From an optimization exercise on the open Yosys and OpenROAD flow, aimed at small area; shortcuts taken in it are not production practice.
No functional check of the RTL was part of this run.
Power figures rest on the tool's default switching activity, not on a simulated workload.

==> flow/design.v <==
module multiplier(
  input wire clk,
  input wire rst_n,
  input wire [15:0] a,
  input wire [15:0] b,
  output reg [31:0] res);
  wire w1;
  wire w2;
  wire w3;
  wire w4;
  wire w5;
  wire w6;
  wire w7;
  wire w8;
  wire w9;
  wire w10;
  wire w11;
  wire w12;
  wire w13;
  wire w14;
  wire w15;
  wire w16;
  wire w17;
  wire w18;
  wire w19;
  wire w20;
  wire w21;
  wire w22;
  wire w23;
  wire w24;
  wire w25;
  wire w26;
  wire w27;
  wire w28;
  wire w29;
  wire w30;
  wire w31;
  wire w32;
  wire w33;
  wire w34;
  wire w35;
  wire w36;
  wire w37;
  wire w38;
  wire w39;
  wire w40;
  wire w41;
  wire w42;
  wire w43;
  wire w44;
  wire w45;
  wire w46;
  wire w47;
  wire w48;
  wire w49;
  wire w50;
  wire w51;
  wire w52;
  wire w53;
  wire w54;
  wire w55;
  wire w56;
  wire w57;
  wire w58;
  wire w59;
  wire w60;
  wire w61;
  wire w62;
  wire w63;
  wire w64;
  wire w65;
  wire w66;
  wire w67;
  wire w68;
  wire w69;
  wire w70;
  wire w71;
  wire w72;
  wire w73;
  wire w74;
  wire w75;
  wire w76;
  wire w77;
  wire w78;
  wire w79;
  wire w80;
  wire w81;
  wire w82;
  wire w83;
  wire w84;
  wire w85;
  wire w86;
  wire w87;
  wire w88;
  wire w89;
  wire w90;
  wire w91;
  wire w92;
  wire w93;
  wire w94;
  wire w95;
  wire w96;
  wire w97;
  wire w98;
  wire w99;
  wire w100;
  wire w101;
  wire w102;
  wire w103;
  wire w104;
  wire w105;
  wire w106;
  wire w107;
  wire w108;
  wire w109;
  wire w110;
  wire w111;
  wire w112;
  wire w113;
  wire w114;
  wire w115;
  wire w116;
  wire w117;
  wire w118;
  wire w119;
  wire w120;
  wire w121;
  wire w122;
  wire w123;
  wire w124;
  wire w125;
  wire w126;
  wire w127;
  wire w128;
  wire w129;
  wire w130;
  wire w131;
  wire w132;
  wire w133;
  wire w134;
  wire w135;
  wire w136;
  wire w137;
  wire w138;
  wire w139;
  wire w140;
  wire w141;
  wire w142;
  wire w143;
  wire w144;
  wire w145;
  wire w146;
  wire w147;
  wire w148;
  wire w149;
  wire w150;
  wire w151;
  wire w152;
  wire w153;
  wire w154;
  wire w155;
  wire w156;
  wire w157;
  wire w158;
  wire w159;
  wire w160;
  wire w161;
  wire w162;
  wire w163;
  wire w164;
  wire w165;
  wire w166;
  wire w167;
  wire w168;
  wire w169;
  wire w170;
  wire w171;
  wire w172;
  wire w173;
  wire w174;
  wire w175;
  wire w176;
  wire w177;
  wire w178;
  wire w179;
  wire w180;
  wire w181;
  wire w182;
  wire w183;
  wire w184;
  wire w185;
  wire w186;
  wire w187;
  wire w188;
  wire w189;
  wire w190;
  wire w191;
  wire w192;
  wire w193;
  wire w194;
  wire w195;
  wire w196;
  wire w197;
  wire w198;
  wire w199;
  wire w200;
  wire w201;
  wire w202;
  wire w203;
  wire w204;
  wire w205;
  wire w206;
  wire w207;
  wire w208;
  wire w209;
  wire w210;
  wire w211;
  wire w212;
  wire w213;
  wire w214;
  wire w215;
  wire w216;
  wire w217;
  wire w218;
  wire w219;
  wire w220;
  wire w221;
  wire w222;
  wire w223;
  wire w224;
  wire w225;
  wire w226;
  wire w227;
  wire w228;
  wire w229;
  wire w230;
  wire w231;
  wire w232;
  wire w233;
  wire w234;
  wire w235;
  wire w236;
  wire w237;
  wire w238;
  wire w239;
  wire w240;
  wire w241;
  wire w242;
  wire w243;
  wire w244;
  wire w245;
  wire w246;
  wire w247;
  wire w248;
  wire w249;
  wire w250;
  wire w251;
  wire w252;
  wire w253;
  wire w254;
  wire w255;
  wire w256;
  wire w257;
  wire w258;
  wire w259;
  wire w260;
  wire w261;
  wire w262;
  wire w263;
  wire w264;
  wire w265;
  wire w266;
  wire w267;
  wire w268;
  wire w269;
  wire w270;
  wire w271;
  wire w272;
  wire w273;
  wire w274;
  wire w275;
  wire w276;
  wire w277;
  wire w278;
  wire w279;
  wire w280;
  wire w281;
  wire w282;
  wire w283;
  wire w284;
  wire w285;
  wire w286;
  wire w287;
  wire w288;
  wire w289;
  wire w290;
  wire w291;
  wire w292;
  wire w293;
  wire w294;
  wire w295;
  wire w296;
  wire w297;
  wire w298;
  wire w299;
  wire w300;
  wire w301;
  wire w302;
  wire w303;
  wire w304;
  wire w305;
  wire w306;
  wire w307;
  wire w308;
  wire w309;
  wire w310;
  wire w311;
  wire w312;
  wire w313;
  wire w314;
  wire w315;
  wire w316;
  wire w317;
  wire w318;
  wire w319;
  wire w320;
  wire w321;
  wire w322;
  wire w323;
  wire w324;
  wire w325;
  wire w326;
  wire w327;
  wire w328;
  wire w329;
  wire w330;
  wire w331;
  wire w332;
  wire w333;
  wire w334;
  wire w335;
  wire w336;
  wire w337;
  wire w338;
  wire w339;
  wire w340;
  wire w341;
  wire w342;
  wire w343;
  wire w344;
  wire w345;
  wire w346;
  wire w347;
  wire w348;
  wire w349;
  wire w350;
  wire w351;
  wire w352;
  wire w353;
  wire w354;
  wire w355;
  wire w356;
  wire w357;
  wire w358;
  wire w359;
  wire w360;
  wire w361;
  wire w362;
  wire w363;
  wire w364;
  wire w365;
  wire w366;
  wire w367;
  wire w368;
  wire w369;
  wire w370;
  wire w371;
  wire w372;
  wire w373;
  wire w374;
  wire w375;
  wire w376;
  wire w377;
  wire w378;
  wire w379;
  wire w380;
  wire w381;
  wire w382;
  wire w383;
  wire w384;
  wire w385;
  wire w386;
  wire w387;
  wire w388;
  wire w389;
  wire w390;
  wire w391;
  wire w392;
  wire w393;
  wire w394;
  wire w395;
  wire w396;
  wire w397;
  wire w398;
  wire w399;
  wire w400;
  wire w401;
  wire w402;
  wire w403;
  wire w404;
  wire w405;
  wire w406;
  wire w407;
  wire w408;
  wire w409;
  wire w410;
  wire w411;
  wire w412;
  wire w413;
  wire w414;
  wire w415;
  wire w416;
  wire w417;
  wire w418;
  wire w419;
  wire w420;
  wire w421;
  wire w422;
  wire w423;
  wire w424;
  wire w425;
  wire w426;
  wire w427;
  wire w428;
  wire w429;
  wire w430;
  wire w431;
  wire w432;
  wire w433;
  wire w434;
  wire w435;
  wire w436;
  wire w437;
  wire w438;
  wire w439;
  wire w440;
  wire w441;
  wire w442;
  wire w443;
  wire w444;
  wire w445;
  wire w446;
  wire w447;
  wire w448;
  wire w449;
  wire w450;
  wire w451;
  wire w452;
  wire w453;
  wire w454;
  wire w455;
  wire w456;
  wire w457;
  wire w458;
  wire w459;
  wire w460;
  wire w461;
  wire w462;
  wire w463;
  wire w464;
  wire w465;
  wire w466;
  wire w467;
  wire w468;
  wire w469;
  wire w470;
  wire w471;
  wire w472;
  wire w473;
  wire w474;
  wire w475;
  wire w476;
  wire w477;
  wire w478;
  wire w479;
  wire w480;
  wire w481;
  wire w482;
  wire w483;
  wire w484;
  wire w485;
  wire w486;
  wire w487;
  wire w488;
  wire w489;
  wire w490;
  wire w491;
  wire w492;
  wire w493;
  wire w494;
  wire w495;
  wire w496;
  wire w497;
  wire w498;
  wire w499;
  wire w500;
  wire w501;
  wire w502;
  wire w503;
  wire w504;
  wire w505;
  wire w506;
  wire w507;
  wire w508;
  wire w509;
  wire w510;
  wire w511;
  wire w512;
  wire w513;
  wire w514;
  wire w515;
  wire w516;
  wire w517;
  wire w518;
  wire w519;
  wire w520;
  wire w521;
  wire w522;
  wire w523;
  wire w524;
  wire w525;
  wire w526;
  wire w527;
  wire w528;
  wire w529;
  wire w530;
  wire w531;
  wire w532;
  wire w533;
  wire w534;
  wire w535;
  wire w536;
  wire w537;
  wire w538;
  wire w539;
  wire w540;
  wire w541;
  wire w542;
  wire w543;
  wire w544;
  wire w545;
  wire w546;
  wire w547;
  wire w548;
  wire w549;
  wire w550;
  wire w551;
  wire w552;
  wire w553;
  wire w554;
  wire w555;
  wire w556;
  wire w557;
  wire w558;
  wire w559;
  wire w560;
  wire w561;
  wire w562;
  wire w563;
  wire w564;
  wire w565;
  wire w566;
  wire w567;
  wire w568;
  wire w569;
  wire w570;
  wire w571;
  wire w572;
  wire w573;
  wire w574;
  wire w575;
  wire w576;
  wire w577;
  wire w578;
  wire w579;
  wire w580;
  wire w581;
  wire w582;
  wire w583;
  wire w584;
  wire w585;
  wire w586;
  wire w587;
  wire w588;
  wire w589;
  wire w590;
  wire w591;
  wire w592;
  wire w593;
  wire w594;
  wire w595;
  wire w596;
  wire w597;
  wire w598;
  wire w599;
  wire w600;
  wire w601;
  wire w602;
  wire w603;
  wire w604;
  wire w605;
  wire w606;
  wire w607;
  wire w608;
  wire w609;
  wire w610;
  wire w611;
  wire w612;
  wire w613;
  wire w614;
  wire w615;
  wire w616;
  wire w617;
  wire w618;
  wire w619;
  wire w620;
  wire w621;
  wire w622;
  wire w623;
  wire w624;
  wire w625;
  wire w626;
  wire w627;
  wire w628;
  wire w629;
  wire w630;
  wire w631;
  wire w632;
  wire w633;
  wire w634;
  wire w635;
  wire w636;
  wire w637;
  wire w638;
  wire w639;
  wire w640;
  wire w641;
  wire w642;
  wire w643;
  wire w644;
  wire w645;
  wire w646;
  wire w647;
  wire w648;
  wire w649;
  wire w650;
  wire w651;
  wire w652;
  wire w653;
  wire w654;
  wire w655;
  wire w656;
  wire w657;
  wire w658;
  wire w659;
  wire w660;
  wire w661;
  wire w662;
  wire w663;
  wire w664;
  wire w665;
  wire w666;
  wire w667;
  wire w668;
  wire w669;
  wire w670;
  wire w671;
  wire w672;
  wire w673;
  wire w674;
  wire w675;
  wire w676;
  wire w677;
  wire w678;
  wire w679;
  wire w680;
  wire w681;
  wire w682;
  wire w683;
  wire w684;
  wire w685;
  wire w686;
  wire w687;
  wire w688;
  wire w689;
  wire w690;
  wire w691;
  wire w692;
  wire w693;
  wire w694;
  wire w695;
  wire w696;
  wire w697;
  wire w698;
  wire w699;
  wire w700;
  wire w701;
  wire w702;
  wire w703;
  wire w704;
  wire w705;
  wire w706;
  wire w707;
  wire w708;
  wire w709;
  wire w710;
  wire w711;
  wire w712;
  wire w713;
  wire w714;
  wire w715;
  wire w716;
  wire w717;
  wire w718;
  wire w719;
  wire w720;
  wire w721;
  wire w722;
  wire w723;
  wire w724;
  wire w725;
  wire w726;
  wire w727;
  wire w728;
  wire w729;
  wire w730;
  wire w731;
  wire w732;
  wire w733;
  wire w734;
  wire w735;
  wire w736;
  wire w737;
  wire w738;
  wire w739;
  wire w740;
  wire w741;
  wire w742;
  wire w743;
  wire w744;
  wire w745;
  wire w746;
  wire w747;
  wire w748;
  wire w749;
  wire w750;
  wire w751;
  wire w752;
  wire w753;
  wire w754;
  wire w755;
  wire w756;
  wire w757;
  wire w758;
  wire w759;
  wire w760;
  wire w761;
  wire w762;
  wire w763;
  wire w764;
  wire w765;
  wire w766;
  wire w767;
  wire w768;
  wire w769;
  wire w770;
  wire w771;
  wire w772;
  wire w773;
  wire w774;
  wire w775;
  wire w776;
  wire w777;
  wire w778;
  wire w779;
  wire w780;
  wire w781;
  wire w782;
  wire w783;
  wire w784;
  wire w785;
  wire w786;
  wire w787;
  wire w788;
  wire w789;
  wire w790;
  wire w791;
  wire w792;
  wire w793;
  wire w794;
  wire w795;
  wire w796;
  wire w797;
  wire w798;
  wire w799;
  wire w800;
  wire w801;
  wire w802;
  wire w803;
  wire w804;
  wire w805;
  wire w806;
  wire w807;
  wire w808;
  wire w809;
  wire w810;
  wire w811;
  wire w812;
  wire w813;
  wire w814;
  wire w815;
  wire w816;
  wire w817;
  wire w818;
  wire w819;
  wire w820;
  wire w821;
  wire w822;
  wire w823;
  wire w824;
  wire w825;
  wire w826;
  wire w827;
  wire w828;
  wire w829;
  wire [31:0] p;
  c_nand u0 (a[0], b[0], w1);
  c_nand u1 (a[0], b[1], w2);
  c_nand u2 (a[0], b[2], w3);
  c_nand u3 (a[0], b[3], w4);
  c_nand u4 (a[0], b[4], w5);
  c_nand u5 (a[0], b[5], w6);
  c_nand u6 (a[0], b[6], w7);
  c_nand u7 (a[0], b[7], w8);
  c_nand u8 (a[0], b[8], w9);
  c_nand u9 (a[0], b[9], w10);
  c_nand u10 (a[0], b[10], w11);
  c_nand u11 (a[0], b[11], w12);
  c_nand u12 (a[0], b[12], w13);
  c_nand u13 (a[0], b[13], w14);
  c_nand u14 (a[0], b[14], w15);
  c_nand u15 (a[0], b[15], w16);
  c_nand u16 (a[1], b[0], w17);
  c_nand u17 (a[1], b[1], w18);
  c_nand u18 (a[1], b[2], w19);
  c_nand u19 (a[1], b[3], w20);
  c_nand u20 (a[1], b[4], w21);
  c_nand u21 (a[1], b[5], w22);
  c_nand u22 (a[1], b[6], w23);
  c_nand u23 (a[1], b[7], w24);
  c_nand u24 (a[1], b[8], w25);
  c_nand u25 (a[1], b[9], w26);
  c_nand u26 (a[1], b[10], w27);
  c_nand u27 (a[1], b[11], w28);
  c_nand u28 (a[1], b[12], w29);
  c_nand u29 (a[1], b[13], w30);
  c_nand u30 (a[1], b[14], w31);
  c_nand u31 (a[1], b[15], w32);
  c_nand u32 (a[2], b[0], w33);
  c_nand u33 (a[2], b[1], w34);
  c_nand u34 (a[2], b[2], w35);
  c_nand u35 (a[2], b[3], w36);
  c_nand u36 (a[2], b[4], w37);
  c_nand u37 (a[2], b[5], w38);
  c_nand u38 (a[2], b[6], w39);
  c_nand u39 (a[2], b[7], w40);
  c_nand u40 (a[2], b[8], w41);
  c_nand u41 (a[2], b[9], w42);
  c_nand u42 (a[2], b[10], w43);
  c_nand u43 (a[2], b[11], w44);
  c_nand u44 (a[2], b[12], w45);
  c_nand u45 (a[2], b[13], w46);
  c_nand u46 (a[2], b[14], w47);
  c_nand u47 (a[2], b[15], w48);
  c_nand u48 (a[3], b[0], w49);
  c_nand u49 (a[3], b[1], w50);
  c_nand u50 (a[3], b[2], w51);
  c_nand u51 (a[3], b[3], w52);
  c_nand u52 (a[3], b[4], w53);
  c_nand u53 (a[3], b[5], w54);
  c_nand u54 (a[3], b[6], w55);
  c_nand u55 (a[3], b[7], w56);
  c_nand u56 (a[3], b[8], w57);
  c_nand u57 (a[3], b[9], w58);
  c_nand u58 (a[3], b[10], w59);
  c_nand u59 (a[3], b[11], w60);
  c_nand u60 (a[3], b[12], w61);
  c_nand u61 (a[3], b[13], w62);
  c_nand u62 (a[3], b[14], w63);
  c_nand u63 (a[3], b[15], w64);
  c_nand u64 (a[4], b[0], w65);
  c_nand u65 (a[4], b[1], w66);
  c_nand u66 (a[4], b[2], w67);
  c_nand u67 (a[4], b[3], w68);
  c_nand u68 (a[4], b[4], w69);
  c_nand u69 (a[4], b[5], w70);
  c_nand u70 (a[4], b[6], w71);
  c_nand u71 (a[4], b[7], w72);
  c_nand u72 (a[4], b[8], w73);
  c_nand u73 (a[4], b[9], w74);
  c_nand u74 (a[4], b[10], w75);
  c_nand u75 (a[4], b[11], w76);
  c_nand u76 (a[4], b[12], w77);
  c_nand u77 (a[4], b[13], w78);
  c_nand u78 (a[4], b[14], w79);
  c_nand u79 (a[4], b[15], w80);
  c_nand u80 (a[5], b[0], w81);
  c_nand u81 (a[5], b[1], w82);
  c_nand u82 (a[5], b[2], w83);
  c_nand u83 (a[5], b[3], w84);
  c_nand u84 (a[5], b[4], w85);
  c_nand u85 (a[5], b[5], w86);
  c_nand u86 (a[5], b[6], w87);
  c_nand u87 (a[5], b[7], w88);
  c_nand u88 (a[5], b[8], w89);
  c_nand u89 (a[5], b[9], w90);
  c_nand u90 (a[5], b[10], w91);
  c_nand u91 (a[5], b[11], w92);
  c_nand u92 (a[5], b[12], w93);
  c_nand u93 (a[5], b[13], w94);
  c_nand u94 (a[5], b[14], w95);
  c_nand u95 (a[5], b[15], w96);
  c_nand u96 (a[6], b[0], w97);
  c_nand u97 (a[6], b[1], w98);
  c_nand u98 (a[6], b[2], w99);
  c_nand u99 (a[6], b[3], w100);
  c_nand u100 (a[6], b[4], w101);
  c_nand u101 (a[6], b[5], w102);
  c_nand u102 (a[6], b[6], w103);
  c_nand u103 (a[6], b[7], w104);
  c_nand u104 (a[6], b[8], w105);
  c_nand u105 (a[6], b[9], w106);
  c_nand u106 (a[6], b[10], w107);
  c_nand u107 (a[6], b[11], w108);
  c_nand u108 (a[6], b[12], w109);
  c_nand u109 (a[6], b[13], w110);
  c_nand u110 (a[6], b[14], w111);
  c_nand u111 (a[6], b[15], w112);
  c_nand u112 (a[7], b[0], w113);
  c_nand u113 (a[7], b[1], w114);
  c_nand u114 (a[7], b[2], w115);
  c_nand u115 (a[7], b[3], w116);
  c_nand u116 (a[7], b[4], w117);
  c_nand u117 (a[7], b[5], w118);
  c_nand u118 (a[7], b[6], w119);
  c_nand u119 (a[7], b[7], w120);
  c_nand u120 (a[7], b[8], w121);
  c_nand u121 (a[7], b[9], w122);
  c_nand u122 (a[7], b[10], w123);
  c_nand u123 (a[7], b[11], w124);
  c_nand u124 (a[7], b[12], w125);
  c_nand u125 (a[7], b[13], w126);
  c_nand u126 (a[7], b[14], w127);
  c_nand u127 (a[7], b[15], w128);
  c_nand u128 (a[8], b[0], w129);
  c_nand u129 (a[8], b[1], w130);
  c_nand u130 (a[8], b[2], w131);
  c_nand u131 (a[8], b[3], w132);
  c_nand u132 (a[8], b[4], w133);
  c_nand u133 (a[8], b[5], w134);
  c_nand u134 (a[8], b[6], w135);
  c_nand u135 (a[8], b[7], w136);
  c_nand u136 (a[8], b[8], w137);
  c_nand u137 (a[8], b[9], w138);
  c_nand u138 (a[8], b[10], w139);
  c_nand u139 (a[8], b[11], w140);
  c_nand u140 (a[8], b[12], w141);
  c_nand u141 (a[8], b[13], w142);
  c_nand u142 (a[8], b[14], w143);
  c_nand u143 (a[8], b[15], w144);
  c_nand u144 (a[9], b[0], w145);
  c_nand u145 (a[9], b[1], w146);
  c_nand u146 (a[9], b[2], w147);
  c_nand u147 (a[9], b[3], w148);
  c_nand u148 (a[9], b[4], w149);
  c_nand u149 (a[9], b[5], w150);
  c_nand u150 (a[9], b[6], w151);
  c_nand u151 (a[9], b[7], w152);
  c_nand u152 (a[9], b[8], w153);
  c_nand u153 (a[9], b[9], w154);
  c_nand u154 (a[9], b[10], w155);
  c_nand u155 (a[9], b[11], w156);
  c_nand u156 (a[9], b[12], w157);
  c_nand u157 (a[9], b[13], w158);
  c_nand u158 (a[9], b[14], w159);
  c_nand u159 (a[9], b[15], w160);
  c_nand u160 (a[10], b[0], w161);
  c_nand u161 (a[10], b[1], w162);
  c_nand u162 (a[10], b[2], w163);
  c_nand u163 (a[10], b[3], w164);
  c_nand u164 (a[10], b[4], w165);
  c_nand u165 (a[10], b[5], w166);
  c_nand u166 (a[10], b[6], w167);
  c_nand u167 (a[10], b[7], w168);
  c_nand u168 (a[10], b[8], w169);
  c_nand u169 (a[10], b[9], w170);
  c_nand u170 (a[10], b[10], w171);
  c_nand u171 (a[10], b[11], w172);
  c_nand u172 (a[10], b[12], w173);
  c_nand u173 (a[10], b[13], w174);
  c_nand u174 (a[10], b[14], w175);
  c_nand u175 (a[10], b[15], w176);
  c_nand u176 (a[11], b[0], w177);
  c_nand u177 (a[11], b[1], w178);
  c_nand u178 (a[11], b[2], w179);
  c_nand u179 (a[11], b[3], w180);
  c_nand u180 (a[11], b[4], w181);
  c_nand u181 (a[11], b[5], w182);
  c_nand u182 (a[11], b[6], w183);
  c_nand u183 (a[11], b[7], w184);
  c_nand u184 (a[11], b[8], w185);
  c_nand u185 (a[11], b[9], w186);
  c_nand u186 (a[11], b[10], w187);
  c_nand u187 (a[11], b[11], w188);
  c_nand u188 (a[11], b[12], w189);
  c_nand u189 (a[11], b[13], w190);
  c_nand u190 (a[11], b[14], w191);
  c_nand u191 (a[11], b[15], w192);
  c_nand u192 (a[12], b[0], w193);
  c_nand u193 (a[12], b[1], w194);
  c_nand u194 (a[12], b[2], w195);
  c_nand u195 (a[12], b[3], w196);
  c_nand u196 (a[12], b[4], w197);
  c_nand u197 (a[12], b[5], w198);
  c_nand u198 (a[12], b[6], w199);
  c_nand u199 (a[12], b[7], w200);
  c_nand u200 (a[12], b[8], w201);
  c_nand u201 (a[12], b[9], w202);
  c_nand u202 (a[12], b[10], w203);
  c_nand u203 (a[12], b[11], w204);
  c_nand u204 (a[12], b[12], w205);
  c_nand u205 (a[12], b[13], w206);
  c_nand u206 (a[12], b[14], w207);
  c_nand u207 (a[12], b[15], w208);
  c_nand u208 (a[13], b[0], w209);
  c_nand u209 (a[13], b[1], w210);
  c_nand u210 (a[13], b[2], w211);
  c_nand u211 (a[13], b[3], w212);
  c_nand u212 (a[13], b[4], w213);
  c_nand u213 (a[13], b[5], w214);
  c_nand u214 (a[13], b[6], w215);
  c_nand u215 (a[13], b[7], w216);
  c_nand u216 (a[13], b[8], w217);
  c_nand u217 (a[13], b[9], w218);
  c_nand u218 (a[13], b[10], w219);
  c_nand u219 (a[13], b[11], w220);
  c_nand u220 (a[13], b[12], w221);
  c_nand u221 (a[13], b[13], w222);
  c_nand u222 (a[13], b[14], w223);
  c_nand u223 (a[13], b[15], w224);
  c_nand u224 (a[14], b[0], w225);
  c_nand u225 (a[14], b[1], w226);
  c_nand u226 (a[14], b[2], w227);
  c_nand u227 (a[14], b[3], w228);
  c_nand u228 (a[14], b[4], w229);
  c_nand u229 (a[14], b[5], w230);
  c_nand u230 (a[14], b[6], w231);
  c_nand u231 (a[14], b[7], w232);
  c_nand u232 (a[14], b[8], w233);
  c_nand u233 (a[14], b[9], w234);
  c_nand u234 (a[14], b[10], w235);
  c_nand u235 (a[14], b[11], w236);
  c_nand u236 (a[14], b[12], w237);
  c_nand u237 (a[14], b[13], w238);
  c_nand u238 (a[14], b[14], w239);
  c_nand u239 (a[14], b[15], w240);
  c_nand u240 (a[15], b[0], w241);
  c_nand u241 (a[15], b[1], w242);
  c_nand u242 (a[15], b[2], w243);
  c_nand u243 (a[15], b[3], w244);
  c_nand u244 (a[15], b[4], w245);
  c_nand u245 (a[15], b[5], w246);
  c_nand u246 (a[15], b[6], w247);
  c_nand u247 (a[15], b[7], w248);
  c_nand u248 (a[15], b[8], w249);
  c_nand u249 (a[15], b[9], w250);
  c_nand u250 (a[15], b[10], w251);
  c_nand u251 (a[15], b[11], w252);
  c_nand u252 (a[15], b[12], w253);
  c_nand u253 (a[15], b[13], w254);
  c_nand u254 (a[15], b[14], w255);
  c_nand u255 (a[15], b[15], w256);
  c_fa u256 (w14, w29, w44, w257, w258);
  c_fa u257 (w15, w30, w45, w259, w260);
  c_fa u258 (w60, w75, w90, w261, w262);
  c_fa u259 (w16, w31, w46, w263, w264);
  c_fa u260 (w61, w76, w91, w265, w266);
  c_fa u261 (w106, w121, w136, w267, w268);
  c_fa u262 (w32, w47, w62, w269, w270);
  c_fa u263 (w77, w92, w107, w271, w272);
  c_fa u264 (w122, w137, w152, w273, w274);
  c_fa u265 (w48, w63, w78, w275, w276);
  c_fa u266 (w93, w108, w123, w277, w278);
  c_fa u267 (w64, w79, w94, w279, w280);
  c_fa u268 (w10, w25, w40, w281, w282);
  c_fa u269 (w11, w26, w41, w283, w284);
  c_fa u270 (w56, w71, w86, w285, w286);
  c_fa u271 (w12, w27, w42, w287, w288);
  c_fa u272 (w57, w72, w87, w289, w290);
  c_fa u273 (w102, w117, w132, w291, w292);
  c_fa u274 (w13, w28, w43, w293, w294);
  c_fa u275 (w58, w73, w88, w295, w296);
  c_fa u276 (w103, w118, w133, w297, w298);
  c_fa u277 (w148, w163, w178, w299, w300);
  c_fa u278 (w59, w74, w89, w301, w302);
  c_fa u279 (w104, w119, w134, w303, w304);
  c_fa u280 (w149, w164, w179, w305, w306);
  c_fa u281 (w194, w209, w257, w307, w308);
  c_fa u282 (w105, w120, w135, w309, w310);
  c_fa u283 (w150, w165, w180, w311, w312);
  c_fa u284 (w195, w210, w225, w313, w314);
  c_fa u285 (w258, w259, w261, w315, w316);
  c_fa u286 (w151, w166, w181, w317, w318);
  c_fa u287 (w196, w211, w226, w319, w320);
  c_fa u288 (w241, w260, w262, w321, w322);
  c_fa u289 (w263, w265, w267, w323, w324);
  c_fa u290 (w167, w182, w197, w325, w326);
  c_fa u291 (w212, w227, w242, w327, w328);
  c_fa u292 (w264, w266, w268, w329, w330);
  c_fa u293 (w269, w271, w273, w331, w332);
  c_fa u294 (w138, w153, w168, w333, w334);
  c_fa u295 (w183, w198, w213, w335, w336);
  c_fa u296 (w228, w243, w270, w337, w338);
  c_fa u297 (w272, w274, w275, w339, w340);
  c_fa u298 (w109, w124, w139, w341, w342);
  c_fa u299 (w154, w169, w184, w343, w344);
  c_fa u300 (w199, w214, w229, w345, w346);
  c_fa u301 (w244, w276, w278, w347, w348);
  c_fa u302 (w80, w95, w110, w349, w350);
  c_fa u303 (w125, w140, w155, w351, w352);
  c_fa u304 (w170, w185, w200, w353, w354);
  c_fa u305 (w215, w230, w245, w355, w356);
  c_fa u306 (w96, w111, w126, w357, w358);
  c_fa u307 (w141, w156, w171, w359, w360);
  c_fa u308 (w186, w201, w216, w361, w362);
  c_fa u309 (w112, w127, w142, w363, w364);
  c_fa u310 (w157, w172, w187, w365, w366);
  c_fa u311 (w128, w143, w158, w367, w368);
  c_fa u312 (w7, w22, w37, w369, w370);
  c_fa u313 (w8, w23, w38, w371, w372);
  c_fa u314 (w53, w68, w83, w373, w374);
  c_fa u315 (w9, w24, w39, w375, w376);
  c_fa u316 (w54, w69, w84, w377, w378);
  c_fa u317 (w99, w114, w129, w379, w380);
  c_fa u318 (w55, w70, w85, w381, w382);
  c_fa u319 (w100, w115, w130, w383, w384);
  c_xnor u320 (w145, w281, w385);
  c_or2 u321 (w145, w281, w386);
  c_fa u322 (w101, w116, w131, w387, w388);
  c_fa u323 (w146, w161, w282, w389, w390);
  c_xnor u324 (w283, w285, w391);
  c_or2 u325 (w283, w285, w392);
  c_fa u326 (w147, w162, w177, w393, w394);
  c_fa u327 (w284, w286, w287, w395, w396);
  c_xnor u328 (w289, w291, w397);
  c_or2 u329 (w289, w291, w398);
  c_fa u330 (w193, w288, w290, w399, w400);
  c_fa u331 (w292, w293, w295, w401, w402);
  c_xnor u332 (w297, w299, w403);
  c_or2 u333 (w297, w299, w404);
  c_fa u334 (w294, w296, w298, w405, w406);
  c_fa u335 (w300, w301, w303, w407, w408);
  c_xnor u336 (w305, w307, w409);
  c_or2 u337 (w305, w307, w410);
  c_fa u338 (w302, w304, w306, w411, w412);
  c_fa u339 (w309, w311, w313, w413, w414);
  c_xnor u340 (w308, w315, w415);
  c_or2 u341 (w308, w315, w416);
  c_fa u342 (w310, w312, w314, w417, w418);
  c_fa u343 (w317, w319, w316, w419, w420);
  c_xnor u344 (w321, w323, w421);
  c_or2 u345 (w321, w323, w422);
  c_fa u346 (w318, w320, w325, w423, w424);
  c_fa u347 (w327, w322, w324, w425, w426);
  c_xnor u348 (w329, w331, w427);
  c_or2 u349 (w329, w331, w428);
  c_fa u350 (w326, w328, w333, w429, w430);
  c_fa u351 (w335, w277, w330, w431, w432);
  c_fa u352 (w337, w332, w339, w433, w434);
  c_fa u353 (w334, w336, w341, w435, w436);
  c_fa u354 (w343, w345, w279, w437, w438);
  c_fa u355 (w338, w340, w347, w439, w440);
  c_fa u356 (w342, w344, w346, w441, w442);
  c_fa u357 (w280, w349, w351, w443, w444);
  c_fa u358 (w353, w355, w348, w445, w446);
  c_fa u359 (w231, w246, w350, w447, w448);
  c_fa u360 (w352, w354, w356, w449, w450);
  c_fa u361 (w357, w359, w361, w451, w452);
  c_fa u362 (w202, w217, w232, w453, w454);
  c_fa u363 (w247, w358, w360, w455, w456);
  c_fa u364 (w362, w363, w365, w457, w458);
  c_fa u365 (w173, w188, w203, w459, w460);
  c_fa u366 (w218, w233, w248, w461, w462);
  c_fa u367 (w364, w366, w367, w463, w464);
  c_fa u368 (w144, w159, w174, w465, w466);
  c_fa u369 (w189, w204, w219, w467, w468);
  c_fa u370 (w234, w249, w368, w469, w470);
  c_fa u371 (w160, w175, w190, w471, w472);
  c_fa u372 (w205, w220, w235, w473, w474);
  c_fa u373 (w176, w191, w206, w475, w476);
  c_fa u374 (w5, w20, w35, w477, w478);
  c_fa u375 (w6, w21, w36, w479, w480);
  c_fa u376 (w51, w66, w81, w481, w482);
  c_fa u377 (w52, w67, w82, w483, w484);
  c_xnor u378 (w97, w369, w485);
  c_or2 u379 (w97, w369, w486);
  c_fa u380 (w98, w113, w370, w487, w488);
  c_xnor u381 (w371, w373, w489);
  c_or2 u382 (w371, w373, w490);
  c_fa u383 (w372, w374, w375, w491, w492);
  c_xnor u384 (w377, w379, w493);
  c_or2 u385 (w377, w379, w494);
  c_fa u386 (w376, w378, w380, w495, w496);
  c_fa u387 (w381, w383, w385, w497, w498);
  c_fa u388 (w382, w384, w387, w499, w500);
  c_fa u389 (w386, w391, w389, w501, w502);
  c_fa u390 (w388, w393, w392, w503, w504);
  c_fa u391 (w397, w390, w395, w505, w506);
  c_fa u392 (w394, w398, w403, w507, w508);
  c_fa u393 (w396, w399, w401, w509, w510);
  c_fa u394 (w404, w400, w402, w511, w512);
  c_fa u395 (w405, w407, w409, w513, w514);
  c_fa u396 (w406, w408, w411, w515, w516);
  c_fa u397 (w413, w410, w415, w517, w518);
  c_fa u398 (w412, w414, w417, w519, w520);
  c_fa u399 (w416, w421, w419, w521, w522);
  c_fa u400 (w418, w423, w422, w523, w524);
  c_fa u401 (w427, w420, w425, w525, w526);
  c_fa u402 (w424, w429, w428, w527, w528);
  c_fa u403 (w426, w431, w433, w529, w530);
  c_fa u404 (w430, w435, w437, w531, w532);
  c_fa u405 (w432, w434, w439, w533, w534);
  c_fa u406 (w436, w438, w441, w535, w536);
  c_fa u407 (w443, w445, w440, w537, w538);
  c_fa u408 (w442, w447, w444, w539, w540);
  c_fa u409 (w449, w451, w446, w541, w542);
  c_fa u410 (w453, w448, w450, w543, w544);
  c_fa u411 (w452, w455, w457, w545, w546);
  c_fa u412 (w454, w459, w461, w547, w548);
  c_fa u413 (w456, w458, w463, w549, w550);
  c_fa u414 (w460, w462, w465, w551, w552);
  c_fa u415 (w467, w469, w464, w553, w554);
  c_fa u416 (w250, w466, w468, w555, w556);
  c_fa u417 (w471, w473, w470, w557, w558);
  c_fa u418 (w221, w236, w251, w559, w560);
  c_fa u419 (w472, w474, w475, w561, w562);
  c_fa u420 (w192, w207, w222, w563, w564);
  c_fa u421 (w237, w252, w476, w565, w566);
  c_fa u422 (w208, w223, w238, w567, w568);
  c_fa u423 (w4, w19, w34, w569, w570);
  c_fa u424 (w50, w65, w477, w571, w572);
  c_fa u425 (w478, w479, w481, w573, w574);
  c_fa u426 (w480, w482, w483, w575, w576);
  c_fa u427 (w484, w486, w489, w577, w578);
  c_fa u428 (w490, w493, w488, w579, w580);
  c_fa u429 (w494, w492, w495, w581, w582);
  c_fa u430 (w496, w499, w498, w583, w584);
  c_fa u431 (w500, w503, w502, w585, w586);
  c_fa u432 (w504, w507, w506, w587, w588);
  c_fa u433 (w508, w510, w511, w589, w590);
  c_fa u434 (w512, w515, w514, w591, w592);
  c_fa u435 (w516, w519, w518, w593, w594);
  c_fa u436 (w520, w523, w522, w595, w596);
  c_fa u437 (w524, w527, w526, w597, w598);
  c_fa u438 (w531, w528, w530, w599, w600);
  c_fa u439 (w532, w535, w534, w601, w602);
  c_fa u440 (w536, w539, w541, w603, w604);
  c_fa u441 (w540, w543, w545, w605, w606);
  c_fa u442 (w547, w544, w546, w607, w608);
  c_fa u443 (w548, w551, w550, w609, w610);
  c_fa u444 (w552, w555, w557, w611, w612);
  c_fa u445 (w559, w556, w561, w613, w614);
  c_fa u446 (w560, w563, w565, w615, w616);
  c_fa u447 (w253, w564, w567, w617, w618);
  c_fa u448 (w224, w239, w254, w619, w620);
  c_fa u449 (w3, w18, w33, w621, w622);
  c_xnor u450 (w49, w569, w623);
  c_or2 u451 (w49, w569, w624);
  c_xnor u452 (w570, w571, w625);
  c_or2 u453 (w570, w571, w626);
  c_xnor u454 (w572, w573, w627);
  c_or2 u455 (w572, w573, w628);
  c_fa u456 (w485, w574, w575, w629, w630);
  c_fa u457 (w487, w576, w577, w631, w632);
  c_fa u458 (w491, w578, w579, w633, w634);
  c_fa u459 (w580, w497, w581, w635, w636);
  c_fa u460 (w582, w501, w583, w637, w638);
  c_fa u461 (w505, w584, w585, w639, w640);
  c_fa u462 (w509, w586, w587, w641, w642);
  c_fa u463 (w513, w588, w589, w643, w644);
  c_fa u464 (w517, w590, w591, w645, w646);
  c_fa u465 (w521, w592, w593, w647, w648);
  c_fa u466 (w525, w594, w595, w649, w650);
  c_fa u467 (w529, w596, w597, w651, w652);
  c_fa u468 (w533, w598, w599, w653, w654);
  c_fa u469 (w537, w600, w601, w655, w656);
  c_fa u470 (w538, w603, w602, w657, w658);
  c_fa u471 (w542, w605, w604, w659, w660);
  c_fa u472 (w549, w606, w607, w661, w662);
  c_fa u473 (w553, w608, w609, w663, w664);
  c_fa u474 (w554, w610, w611, w665, w666);
  c_fa u475 (w558, w613, w612, w667, w668);
  c_fa u476 (w562, w615, w614, w669, w670);
  c_fa u477 (w566, w617, w616, w671, w672);
  c_fa u478 (w568, w619, w618, w673, w674);
  c_fa u479 (w240, w255, w620, w675, w676);
  c_inv u480 (w1, w677);
  c_xor u481 (w2, w17, w678);
  c_nor u482 (w2, w17, w679);
  c_xnor u483 (w621, w679, w680);
  c_nor2b u484 (w621, w679, w681);
  c_xor u485 (w622, w623, w682);
  c_nor u486 (w622, w623, w683);
  c_xor u487 (w682, w681, w684);
  c_a21oi u488 (w682, w681, w683, w685);
  c_ha u489 (w624, w625, w686, w687);
  c_xnor u490 (w686, w685, w688);
  c_a21oi u491 (w686, w685, w687, w689);
  c_xor u492 (w626, w627, w690);
  c_nor u493 (w626, w627, w691);
  c_xor u494 (w690, w689, w692);
  c_a21oi u495 (w690, w689, w691, w693);
  c_ha u496 (w628, w629, w694, w695);
  c_xnor u497 (w694, w693, w696);
  c_a21oi u498 (w694, w693, w695, w697);
  c_xor u499 (w630, w631, w698);
  c_nor u500 (w630, w631, w699);
  c_xor u501 (w698, w697, w700);
  c_a21oi u502 (w698, w697, w699, w701);
  c_ha u503 (w632, w633, w702, w703);
  c_xnor u504 (w702, w701, w704);
  c_a21oi u505 (w702, w701, w703, w705);
  c_xor u506 (w634, w635, w706);
  c_nor u507 (w634, w635, w707);
  c_xor u508 (w706, w705, w708);
  c_a21oi u509 (w706, w705, w707, w709);
  c_ha u510 (w636, w637, w710, w711);
  c_xnor u511 (w710, w709, w712);
  c_a21oi u512 (w710, w709, w711, w713);
  c_xor u513 (w638, w639, w714);
  c_nor u514 (w638, w639, w715);
  c_xor u515 (w714, w713, w716);
  c_a21oi u516 (w714, w713, w715, w717);
  c_ha u517 (w640, w641, w718, w719);
  c_xnor u518 (w718, w717, w720);
  c_a21oi u519 (w718, w717, w719, w721);
  c_inv u520 (w721, w722);
  c_xor u521 (w642, w643, w723);
  c_nor u522 (w642, w643, w724);
  c_nand u523 (w642, w643, w725);
  c_xor u524 (w644, w645, w726);
  c_nor u525 (w644, w645, w727);
  c_a21oi u526 (w726, w724, w727, w728);
  c_a21oi u527 (w726, w725, w727, w729);
  c_ha u528 (w646, w647, w730, w731);
  c_a21oi u529 (w730, w728, w731, w732);
  c_a21oi u530 (w730, w729, w731, w733);
  c_xor u531 (w723, w721, w734);
  c_a21oi u532 (w721, w725, w724, w735);
  c_xnor u533 (w726, w735, w736);
  c_o21ai u534 (w722, w729, w728, w737);
  c_xor u535 (w730, w737, w738);
  c_a21oi u536 (w721, w733, w732, w739);
  c_inv u537 (w739, w740);
  c_xor u538 (w648, w649, w741);
  c_nor u539 (w648, w649, w742);
  c_nand u540 (w648, w649, w743);
  c_xor u541 (w650, w651, w744);
  c_nor u542 (w650, w651, w745);
  c_a21oi u543 (w744, w742, w745, w746);
  c_a21oi u544 (w744, w743, w745, w747);
  c_ha u545 (w652, w653, w748, w749);
  c_a21oi u546 (w748, w746, w749, w750);
  c_a21oi u547 (w748, w747, w749, w751);
  c_xor u548 (w654, w655, w752);
  c_nor u549 (w654, w655, w753);
  c_a21oi u550 (w752, w750, w753, w754);
  c_a21oi u551 (w752, w751, w753, w755);
  c_xor u552 (w741, w740, w756);
  c_a21oi u553 (w740, w743, w742, w757);
  c_xnor u554 (w744, w757, w758);
  c_o21ai u555 (w739, w747, w746, w759);
  c_xor u556 (w748, w759, w760);
  c_a21oi u557 (w740, w751, w750, w761);
  c_xnor u558 (w752, w761, w762);
  c_o21ai u559 (w739, w755, w754, w763);
  c_inv u560 (w763, w764);
  c_xor u561 (w656, w657, w765);
  c_nor u562 (w656, w657, w766);
  c_nand u563 (w656, w657, w767);
  c_xor u564 (w658, w659, w768);
  c_nor u565 (w658, w659, w769);
  c_a21oi u566 (w768, w766, w769, w770);
  c_a21oi u567 (w768, w767, w769, w771);
  c_ha u568 (w660, w661, w772, w773);
  c_a21oi u569 (w772, w770, w773, w774);
  c_a21oi u570 (w772, w771, w773, w775);
  c_xor u571 (w662, w663, w776);
  c_nor u572 (w662, w663, w777);
  c_a21oi u573 (w776, w774, w777, w778);
  c_a21oi u574 (w776, w775, w777, w779);
  c_ha u575 (w664, w665, w780, w781);
  c_a21oi u576 (w780, w778, w781, w782);
  c_a21oi u577 (w780, w779, w781, w783);
  c_xor u578 (w765, w763, w784);
  c_a21oi u579 (w763, w767, w766, w785);
  c_xnor u580 (w768, w785, w786);
  c_o21ai u581 (w764, w771, w770, w787);
  c_xor u582 (w772, w787, w788);
  c_a21oi u583 (w763, w775, w774, w789);
  c_xnor u584 (w776, w789, w790);
  c_o21ai u585 (w764, w779, w778, w791);
  c_xor u586 (w780, w791, w792);
  c_a21oi u587 (w763, w783, w782, w793);
  c_inv u588 (w793, w794);
  c_xor u589 (w666, w667, w795);
  c_nor u590 (w666, w667, w796);
  c_nand u591 (w666, w667, w797);
  c_xor u592 (w668, w669, w798);
  c_nor u593 (w668, w669, w799);
  c_a21oi u594 (w798, w796, w799, w800);
  c_a21oi u595 (w798, w797, w799, w801);
  c_ha u596 (w670, w671, w802, w803);
  c_a21oi u597 (w802, w800, w803, w804);
  c_a21oi u598 (w802, w801, w803, w805);
  c_xor u599 (w672, w673, w806);
  c_nor u600 (w672, w673, w807);
  c_a21oi u601 (w806, w804, w807, w808);
  c_a21oi u602 (w806, w805, w807, w809);
  c_ha u603 (w674, w675, w810, w811);
  c_a21oi u604 (w810, w808, w811, w812);
  c_a21oi u605 (w810, w809, w811, w813);
  c_xor u606 (w676, w256, w814);
  c_nor u607 (w676, w256, w815);
  c_a21oi u608 (w814, w812, w815, w816);
  c_a21oi u609 (w814, w813, w815, w817);
  c_xor u610 (w795, w794, w818);
  c_a21oi u611 (w794, w797, w796, w819);
  c_xnor u612 (w798, w819, w820);
  c_o21ai u613 (w793, w801, w800, w821);
  c_xor u614 (w802, w821, w822);
  c_a21oi u615 (w794, w805, w804, w823);
  c_xnor u616 (w806, w823, w824);
  c_o21ai u617 (w793, w809, w808, w825);
  c_xor u618 (w810, w825, w826);
  c_a21oi u619 (w794, w813, w812, w827);
  c_xnor u620 (w814, w827, w828);
  c_o21ai u621 (w793, w817, w816, w829);
  assign p[0] = w677;
  assign p[1] = w678;
  assign p[2] = w680;
  assign p[3] = w684;
  assign p[4] = w688;
  assign p[5] = w692;
  assign p[6] = w696;
  assign p[7] = w700;
  assign p[8] = w704;
  assign p[9] = w708;
  assign p[10] = w712;
  assign p[11] = w716;
  assign p[12] = w720;
  assign p[13] = w734;
  assign p[14] = w736;
  assign p[15] = w738;
  assign p[16] = w756;
  assign p[17] = w758;
  assign p[18] = w760;
  assign p[19] = w762;
  assign p[20] = w784;
  assign p[21] = w786;
  assign p[22] = w788;
  assign p[23] = w790;
  assign p[24] = w792;
  assign p[25] = w818;
  assign p[26] = w820;
  assign p[27] = w822;
  assign p[28] = w824;
  assign p[29] = w826;
  assign p[30] = w828;
  assign p[31] = w829;
  always @(posedge clk or negedge rst_n) begin
    if (!rst_n) res <= 32'd0;
    else res <= p;
  end
endmodule
module c_a21oi(input wire a1, input wire a2, input wire b1, output wire o);
  assign o = ~((a1 & a2) | b1);
endmodule
module c_fa(input wire x, input wire y, input wire z, output wire s, output wire c);
  assign s = x ^ y ^ z;
  assign c = (x & y) | (x & z) | (y & z);
endmodule
module c_ha(input wire x, input wire y, output wire s, output wire c);
  assign s = x ^ y;
  assign c = x & y;
endmodule
module c_inv(input wire x, output wire o);
  assign o = ~x;
endmodule
module c_nand(input wire x, input wire y, output wire o);
  assign o = ~(x & y);
endmodule
module c_nor(input wire x, input wire y, output wire o);
  assign o = ~(x | y);
endmodule
module c_nor2b(input wire a, input wire bn, output wire o);
  assign o = ~(a | ~bn);
endmodule
module c_o21ai(input wire a1, input wire a2, input wire b1, output wire o);
  assign o = ~((a1 | a2) & b1);
endmodule
module c_or2(input wire x, input wire y, output wire o);
  assign o = x | y;
endmodule
module c_xnor(input wire x, input wire y, output wire o);
  assign o = ~(x ^ y);
endmodule
module c_xor(input wire x, input wire y, output wire o);
  assign o = x ^ y;
endmodule
==> flow/flow/run.sh <==
#!/bin/bash
# Own layout flow: the standard flow (standard.sh), with
#  - port buffers of the smallest buffer cell (buf_1) instead of the default choice,
#  - the a21oi cells that synthesis upsized put back to a21oi_1 before floorplanning
#    (the resizer upsizes again wherever timing needs it).
set -euo pipefail
here=$(pwd)
export BUFFER_PORTS_ARGS="-buffer_cell sky130_fd_sc_hd__buf_1"
export PRE_FLOORPLAN_TCL="$here/flow/pre_floorplan.tcl"
bash standard.sh > "$here/standard_flow.log" 2>&1
==> flow/flow/pre_floorplan.tcl <==
# Put cells that synthesis upsized back to their smallest size; the resizer upsizes
# again where timing needs it.
set db [ord::get_db]
set swaps {sky130_fd_sc_hd__a21oi_2 sky130_fd_sc_hd__a21oi_1 sky130_fd_sc_hd__o21ai_2 sky130_fd_sc_hd__o21ai_1}
set n 0
foreach inst [[ord::get_db_block] getInsts] {
  set m [[$inst getMaster] getName]
  if {[dict exists $swaps $m]} {
    $inst swapMaster [$db findMaster [dict get $swaps $m]]
    incr n
  }
}
puts "pre_floorplan: downsized $n cells"
==> flow/standard.sh <==
#!/bin/bash
# synth_recipe.tcl (not shown) runs the flow's synth.tcl, then flattens the netlist and writes it again
# the make line also repeats each setting of config.mk as NAME=value (left out here)
make -C /OpenROAD-flow-scripts/flow DESIGN_CONFIG=/design/flow/config.mk WORK_HOME=/design/flow/orfs CLKGATE_MAP_FILE= SYNTH_SCRIPT=/design/flow/synth_recipe.tcl "${@:-finish}"
==> flow/config.mk <==
export PLATFORM = sky130hd
export DESIGN_NAME = multiplier
export DESIGN_NICKNAME = multiplier
export VERILOG_FILES = /design/flow/design.v
export SDC_FILE = /design/flow/constraint.sdc
export NUM_CORES = 4
export LEC_CHECK = 0
export CAP_MARGIN = 20
export CORE_MARGIN = 2
export CORE_UTILIZATION = 65
export CTS_BUF_LIST = sky130_fd_sc_hd__clkbuf_4 sky130_fd_sc_hd__clkbuf_8
export GPL_TIMING_DRIVEN = 0
export SLEW_MARGIN = 20
export SYNTH_HIERARCHICAL = 1
export SYNTH_MINIMUM_KEEP_SIZE = 0
==> flow/constraint.sdc <==
create_clock -name core_clock -period 7.5 [get_ports {clk}]
set_input_delay 1.5000 -clock core_clock [delete_from_list [all_inputs] [get_ports {clk}]]
set_output_delay 1.5000 -clock core_clock [all_outputs]
set_load 0.01 [all_outputs]
==> key figures <==
Critical path
  – Critical Path AT: 7.52 ns
  – Worst setup path end: res[28]$_DFF_PN0_
  – CP Launch Point: b[12]
  – Critical Path Fanout Max: 16
  – CP Class: in -> reg
  – Worst endpoint required time: 7.72 ns
  – Critical Path End Type: register
  – Critical path startpoint category: input port

Place
  – IO buf count: 65
  – Area after DPL: 0.00728 mm^2
  – Routability Congestion: 0.899
  – Placed cells: 856
  – Post-DP HPWL: 13100 um

Timing
  – Hold WS: 1.01 ns
  – Final period utilization: 97.3%
  – Slew HR: 29.0%
  – Post-layout min period: 7.30 ns
  – RSZ-0062 raised after global routing: false
  – Slew @ Worst Pin: 1.06 ns
  – Final setup viols: 0
  – Fin. Hold Viols: 0
  – FMAX: 0.137 GHz
  – Slew Limit Fails: 0

Drt
  – Vias: 5244
  – Detailed Route Iter0 Violations: 332
  – Post-DRT Antenna Nets: 0
  – DRC: 0
  – Wirelength per Cell: 20.8 um
  – Detailed Route WL: 17900 um
  – Avg Vias per Cell: 6.07
  – Drt pass-1 iters: 5

Pwr
  – Leakage: 2.60 nW
  – PD cells: 521 mW/mm^2
  – Tot Pwr: 3.86 mW
  – Max VDD drop: 0.496 mV

Final layout
  – Final Instance Count excl. Fillers: 864
  – Nets: 968
  – Share of post-route cells with drive strength above 1: 2.20%
  – Top reg by flops: res
  – Final Cell Area: 0.00741 mm^2
  – Biggest regs: res (32)
  – Antenna diodes: 0
  – Footprint of the multi-input gates: 0.00602 mm^2
  – Max reg flops: 32
  – Fillcell total: 775
  – Seq. cell area: 801 um^2

Global route
  – Vias in the first global route: 5965
  – Initial antenna violation count: 0
  – First-pass GRT wire length: 29400 um
  – Total gr overflow: 0
  – Largest net degree at the start of global routing: 30
  – GRT Util Overall: 34.9%

Floorplan
  – Core ar.: 0.0103 mm^2
  – Num rows: 37
  – Starting density of the core: 66.6%
  – Die area: 0.0114 mm^2
  – Die width: 107 um
  – IO Count: 66
  – DIE HEIGHT: 107 um

Clocking
  – Clock Path Buffers: 2
  – Htree depth: 2
  – TritonCTS clock tree: built
  – Clk slew on worst S/H paths: 0.08 ns
  – Clk sinks: 32
  – Num CTS Buffers: 5
  – Hold-fix buffers, CTS: 0
  – Root Driver: clkbuf_8

Synth
  – Syn Nets: 895
  – Cell count after synthesis: 654
  – Yosys warnings: 7

Run status
  – Outcome: complete, no violations

Hold path
  – Worst Hold Class: in -> async

Run
  – Number of max-cap violations: 0
how the worst min path moves through the flow:
stage,from,to,slack (ns)
floorplan,rst_n,res[0]$_DFF_PN0_,1.20
global placement,res[14]$_DFF_PN0_,res[14],1.94
detailed placement,rst_n,res[15]$_DFF_PN0_,1.32
CTS,rst_n,res[15]$_DFF_PN0_,1.01
global route,rst_n,res[15]$_DFF_PN0_,1.01
finish,rst_n,res[15]$_DFF_PN0_,1.01
what timing repair did:
action	in CTS	in global routing
endpoints found under the hold margin	0	0
resized for setup	0	13
setup endpoints to repair	0	3
buffers inserted	0	0
worst max-delay path, stage by stage:
cell	delay, ns
buf_1	0.71
nand2_1	0.21
fa_1	0.62
fa_1	0.47
xnor2_1	0.18
fa_1	0.44
fa_1	0.57
fa_1	0.46
xor2_1	0.22
a21oi_1	0.22
a21oi_1	0.10
a21oi_1	0.52
o21ai_1	0.32
a21oi_1	0.45
inv_1	0.17
a21oi_1	0.21
xnor2_1	0.14
cell type report:
| type | instances | area share (%) |
|---|---|---|
| multi-input cells | 617 | 81.2 |
| clock inverters | 3 | 0.574 |
| repair buffers | 66 | 3.92 |
| well taps | 136 | 2.30 |
| inverters | 5 | 0.253 |
| clock buffers | 5 | 0.928 |
| flip-flops and latches | 32 | 10.8 |
placed cells by master (no fill, tap or decap):
| master | n |
|---|---|
| buf_12 | 1 |
| buf_2 | 1 |
| clkdlybuf4s15_1 | 3 |
| fa_1 | 196 |
| buf_1 | 56 |
| clkinv_2 | 1 |
| nor2b_4 | 1 |
| clkinvlp_4 | 1 |
| a21oi_1 | 48 |
| ha_1 | 11 |
| or2_1 | 14 |
| bufinv_16 | 1 |
| xnor2_1 | 28 |
| o21ai_1 | 8 |
| clkbuf_8 | 5 |
| xor2_1 | 33 |
| clkbuf_2 | 5 |
| nor2_1 | 18 |
| nand2_1 | 260 |
| dfrtp_1 | 32 |
| inv_1 | 5 |
metal layers:
metal / vias to the layer above / routed length [um] / track usage [%]
li1: 2178 / - / -
met1: 2717 / 6420 / 42.3
met2: 281 / 9600 / 62.6
met3: 68 / 1080 / 3.89
met4: 0 / 825 / 16.5
met5: - / 0 / 0
per-stage QoR:
stage	setup WS, ns	util [%]	setup TNS, ns
after floorplan	1.58	-	0
after global placement	0.0393	70.6	0
after detailed placement	-0.0112	70.8	-0.0112
after CTS	0.306	71.9	0
after global routing	0.00318	72.1	0
final	0.200	72.1	0
where the power goes:
group	switching [mW]	internal, mW
combinational	1.95	1.38
clock	0.0819	0.0985
sequential	0.0187	0.338

static timing again, ports no longer ideal:
The flow's constraints put no driver on any port. The routed layout listed below was extracted and timed again, unchanged, in two steps. Step 1, drivers: a clkbuf_16 drives clk and a buf_2 each remaining input, both assumed. Step 2, shift: input delay + t, output delay - t, t = (earliest + latest rising clock arrival at the registers) / 2. This alone moves slack from input paths to output paths. Slacks: ideal ports / drivers / drivers and shift; pairs: ideal ports / drivers.
shift t [ns]: 0.340
setup slack, ns: 0.200 / 0.210 / -0.130
worst hold slack (ns): 1.010 / 0.993 / 1.333
worst setup path at the end: input to register
Met with ideal ports but missed after step 2: setup timing in this run. For this run, drivers alone change the setup slack by +0.010 ns; drivers and shift together by -0.330 ns.
